Context: an optimization exercise on an open-source flow, tuned for small area, a short achievable clock period and few clock cycles per item. The choices shown serve that exercise and are no tape-out recipe.
Function was checked by simulation only, so behaviour that the tests miss may differ from the original.

the reference run:
==> flow/design.v <==
module cordic_magphase (
    input  wire        clk,
    input  wire        rst_n,
    input  wire        start,
    input  wire [15:0] x_in,
    input  wire [15:0] y_in,
    output reg         busy,
    output reg         done,
    output wire [31:0] magnitude,
    output wire [31:0] phase
);
    reg [3:0] cnt;
    reg idle;                        
    reg post;                        
    reg wide;                        
    reg [16:0] xr;                   
    reg signed [16:0] yr;            
    reg signed [31:0] zr;
    reg [1:0] nr;                    
    reg [15:0] mag_r;
    reg [30:0] ph_r;
    assign magnitude = {2'b00, mag_r, 14'b0};
    assign phase = {ph_r[30], ph_r};
    wire xneg = x_in[15];
    wire [16:0] xa;
    wire signed [16:0] ya;
    cordic_magphase_negif negx (.v(x_in), .n(xneg), .r(xa));
    cordic_magphase_negif negy (.v(y_in), .n(xneg), .r(ya));
    wire [31:0] zinit = ~xneg ? 32'hE41B7F96 : ya[16] ? 32'hB1D788EE : 32'h165F763E;
    wire d = ~yr[16];                
    wire [16:0] xsh = xr >> cnt;
    wire signed [16:0] ysh = yr >>> cnt;
    wire signed [16:0] ys = d ? yr - xsh : yr + xsh;
    wire [1:0] o = {1'b0, nr[1]} + {1'b0, nr[0]};    
    wire n17 = yr[9];
    wire [4:0] ncnt = {3'd0, o} + ((cnt == 4'd13 && n17) ? 5'd15 : 5'd0);
    wire [16:0] xop = wide ? ysh : {12'd0, ncnt};
    wire xadd = ~wide | d;
    wire [16:0] xs = xadd ? xr + xop : xr - xop;
    wire m0, m1;
    wire [9:0] v2;
    cordic_magphase_narrow narrow (.x(xr), .k(cnt[1:0]), .o(o), .v0(yr[9:0]), .m({m0, m1}), .v2(v2));
    reg [31:0] zt;
    always @* begin
        case (cnt)
        4'd0: zt = d ? 32'h1921FB54 : 32'd0;
        4'd1: zt = d ? 32'h0ED63382 : 32'd0;
        4'd2: zt = d ? 32'h07D6DD7E : 32'd0;
        4'd3: zt = d ? 32'h03FAB752 : 32'd0;
        4'd4: zt = d ? 32'h01FF55C0 : 32'd0;
        4'd5: zt = d ? 32'h00FFEAB6 : 32'd0;
        4'd6: zt = d ? 32'h007FFD50 : 32'd0;
        4'd7: zt = d ? 32'h003FFFB4 : 32'd0;
        4'd8: zt = d ? 32'h001FFFDE : 32'd0;
        4'd9: zt = 32'd0;
        4'd10: case (nr)
            2'd0: zt = 32'h0017FFFC;
            2'd1: zt = 32'h000FFFFE;
            2'd2: zt = 32'h0007FFFE;
            2'd3: zt = 32'h00000000;
            endcase
        4'd11: case (nr)
            2'd0: zt = 32'h0005FFFC;
            2'd1: zt = 32'h0003FFFE;
            2'd2: zt = 32'h0001FFFE;
            2'd3: zt = 32'h00000000;
            endcase
        4'd12: case (nr)
            2'd0: zt = 32'h00017FFC;
            2'd1: zt = 32'h0000FFFE;
            2'd2: zt = 32'h00007FFE;
            2'd3: zt = 32'h00000000;
            endcase
        4'd13: case ({nr, n17})
            3'd0: zt = 32'h00007FE2;
            3'd1: zt = 32'h00005FFC;
            3'd2: zt = 32'h00005FE4;
            3'd3: zt = 32'h00003FFE;
            3'd4: zt = 32'h00003FE4;
            3'd5: zt = 32'h00001FFE;
            3'd6: zt = 32'h00001FE6;
            3'd7: zt = 32'h00000000;
            endcase
        default: begin
            if (zr > 32'sh3243F6A8) zt = 32'h9B7812AF;
            else if (zr < -32'sh3243F6A8) zt = 32'h6487ED51;
            else zt = 32'd0;
        end
        endcase
    end
    wire [31:0] zs = zr + zt;
    function [79:0] csa(input [39:0] a, input [39:0] b, input [39:0] c);
        csa = {a ^ b ^ c, ((a & b) | (a & c) | (b & c)) << 1};
    endfunction
    wire [39:0] X = {23'd0, xr};
    wire [39:0] N = {23'd0, ~xr};
    wire [39:0] s0, c0, s1, c1, s2, c2, s3, c3, s4, c4, s5, c5, s6, c6;
    assign {s0, c0} = csa(X, X << 4, X << 6);
    assign {s1, c1} = csa(X << 10, N << 14, N << 16);
    assign {s2, c2} = csa(X << 19, X << 21, 40'hFD80014000);
    assign {s3, c3} = csa(s0, c0, s1);
    assign {s4, c4} = csa(c1, s2, c2);
    assign {s5, c5} = csa(s3, c3, s4);
    assign {s6, c6} = csa(s5, c5, c4);
    wire [39:0] psum = s6 + c6;
    always @(posedge clk or negedge rst_n) begin
        if (!rst_n) begin
            busy <= 1'b0;
            idle <= 1'b1;
            done <= 1'b0;
            post <= 1'b0;
            wide <= 1'b1;
            cnt  <= 4'd0;
        end else if (idle) begin
            busy <= start;
            idle <= !start;
            done <= 1'b0;
            post <= 1'b0;
            wide <= 1'b1;
            cnt  <= 4'd0;
        end else begin
            cnt  <= cnt + 1'b1;
            busy <= !post;
            idle <= post;
            done <= post;
            post <= (cnt == 4'd13);
            wide <= (cnt < 4'd8);
        end
    end
    always @(posedge clk) begin
        if (idle) begin
            xr <= xa;
            yr <= ya;
        end else begin
            xr <= xs;
            if (wide) yr <= ys;
            else yr[9:0] <= v2;
        end
        nr <= wide ? 2'd0 : {m0, m1};
        zr <= idle ? zinit : zs;
        if (post) begin
            mag_r <= psum[37:22];
            ph_r  <= zs[30:0];
        end
    end
endmodule
module cordic_magphase_negif (
    input  wire [15:0] v,
    input  wire        n,
    output wire [16:0] r
);
    wire [15:0] lo;                  
    assign lo[0] = 1'b0;
    genvar k;
    generate
        for (k = 1; k < 16; k = k + 1) begin : g
            assign lo[k] = |v[k-1:0];
        end
    endgenerate
    assign r[15:0] = v ^ ({16{n}} & lo);
    assign r[16] = v[15] ^ (n & (|v));
endmodule
module cordic_magphase_narrow (
    input  wire [16:0] x,
    input  wire [1:0]  k,
    input  wire [1:0]  o,
    input  wire [9:0]  v0,
    output wire [1:0]  m,
    output wire [9:0]  v2
);
    reg [7:0] hi0;
    reg [6:0] hi1;
    reg lo0, lo1;
    always @* begin
        case (k)
        2'd1: begin hi0 = x[16:9];          hi1 = x[16:10];         lo0 = &x[8:3];  lo1 = &x[9:3];  end
        2'd2: begin hi0 = {2'd0, x[16:11]}; hi1 = {2'd0, x[16:12]}; lo0 = &x[10:3]; lo1 = &x[11:3]; end
        2'd3: begin hi0 = {4'd0, x[16:13]}; hi1 = {4'd0, x[16:14]}; lo0 = &x[12:3]; lo1 = &x[13:3]; end
        default: begin hi0 = {6'd0, x[16:15]}; hi1 = {6'd0, x[16]}; lo0 = &x[14:3]; lo1 = &x[15:3]; end
        endcase
    end
    wire [3:0] xo = {1'b0, x[2:0]} + {2'b0, o};
    wire g0 = xo[3];
    wire g1 = (xo >= 4'd7);
    assign m[1] = v0[9];
    wire cy0 = lo0 & g0;
    wire [10:0] s1 = {v0, 1'b1} + {m[1] ? {2'b0, hi0} : ~{2'b0, hi0}, m[1] ? cy0 : ~cy0};
    wire [9:0] v1 = s1[10:1];
    assign m[0] = v1[9];
    wire cy1 = lo1 & (m[1] ? g1 : g0);
    wire [10:0] s2 = {v1, 1'b1} + {m[0] ? {3'b0, hi1} : ~{3'b0, hi1}, m[0] ? cy1 : ~cy1};
    assign v2 = s2[10:1];
endmodule
clock: 20.0 ns
lec_check: 0
cap_margin: 20
core_margin: 2
core_utilization: 40
slew_margin: 20
synth_hierarchical: 1
setup_slack_margin: 14.85
standard.sh (not shown) runs the stock make flow with config.mk's settings and CLKGATE_MAP_FILE= SYNTH_SCRIPT=/design/flow/synth_recipe.tcl, a recipe that flattens the netlist after the stock synthesis.
==> flow/flow/run.sh <==
#!/bin/bash
# Layout flow: the standard flow (standard.sh: the standard synthesis
# script and ORFS steps, unchanged), with two settings added to config.mk:
#  - SYNTH_HIERARCHICAL 1: each module is mapped by ABC on its own, so the
#    small input-conditioning module is mapped for speed;
set -o pipefail
cp config.mk config_orig.txt
{
  echo "export SYNTH_HIERARCHICAL = 1"
  echo "export SETUP_SLACK_MARGIN = 14.85"
} >> config.mk
bash standard.sh > standard.log 2>&1
Having completed the whole flow, the reference run delivered a layout that passed the timing, DRC and antenna checks.
Testbench counts of the reference run, summed over its fixed seeds: cycles 51,200, ops 3,200.
Input-level comparison between the trial run and the reference run:
-- flow/flow/run.sh --
<<< the reference run, line 9
  echo "export SYNTH_HIERARCHICAL = 1"
  echo "export SETUP_SLACK_MARGIN = 14.85"
} >> config.mk
>>> the trial run, line 9
  echo "export SYNTH_HIERARCHICAL = 1"
  echo "export SETUP_SLACK_MARGIN = 15"
  echo "export CTS_BUF_LIST = sky130_fd_sc_hd__clkbuf_8"
  echo "export CTS_CLUSTER_SIZE = 30"
} >> config.mk
-- flow/config.mk --
<<< the reference run, line 12
export SYNTH_HIERARCHICAL = 1
export SETUP_SLACK_MARGIN = 14.85
>>> the trial run, line 12
export SYNTH_HIERARCHICAL = 1
export SETUP_SLACK_MARGIN = 15
export CTS_BUF_LIST = sky130_fd_sc_hd__clkbuf_8
export CTS_CLUSTER_SIZE = 30
[summary]
The final layout from the trial run, which completed every stage, passed the timing, DRC and antenna checks at the end of the flow. Every stage of the flow completed for the reference run, and the final layout passed the timing, DRC and antenna checks. Reported for the trial run and the reference run, flip-flop and latch count turned out identical to the last digit. In the reports for the trial run and the reference run, the larger clock skew belongs to the trial run. Of the trial run and the reference run, it is the trial run that has the higher setup slack after placement. Between the trial run and the reference run, first-pass GRT wire length is higher for the reference run, the trial run comes in under that. Worst setup slack: the trial run higher than the reference run. Between the reference run and the trial run, the xor/xnor share of the synthesized area does not differ in any meaningful way. Via count of the first global-routing pass: the reference run vs the trial run — no meaningful difference. Cmp the trial run vs the reference run: non-clock buffer count higher in the trial run.

[static timing again, ports no longer ideal]
No port has a modelled driver above. Below, the same layouts with a new extraction and two added sets of constraints. Step 1, drivers: a clkbuf_16 drives clk and a buf_2 each remaining input, both assumed. Step 2 moves the port delays by t, midway between the first and last clock arrival at a register: inputs arrive t later, outputs are due t later. That takes back most of the time a late clock gives input paths. a / b / c = ideal / step 1 / step 2; a / b = the first two.
run	t (ns)	setup WS [ns]	worst setup path at the end	worst register clock-pin slew, ns
the reference run	0.494	14.777 / 14.810 / 14.316	input to register	0.07 / 0.07
the trial run	0.533	14.937 / 14.919 / 14.414	input to register	0.11 / 0.11
After both steps every run listed still meets setup and hold. The setup slack of the trial run, which loses most, moves by -0.018 ns with the drivers and by -0.523 ns with both steps.
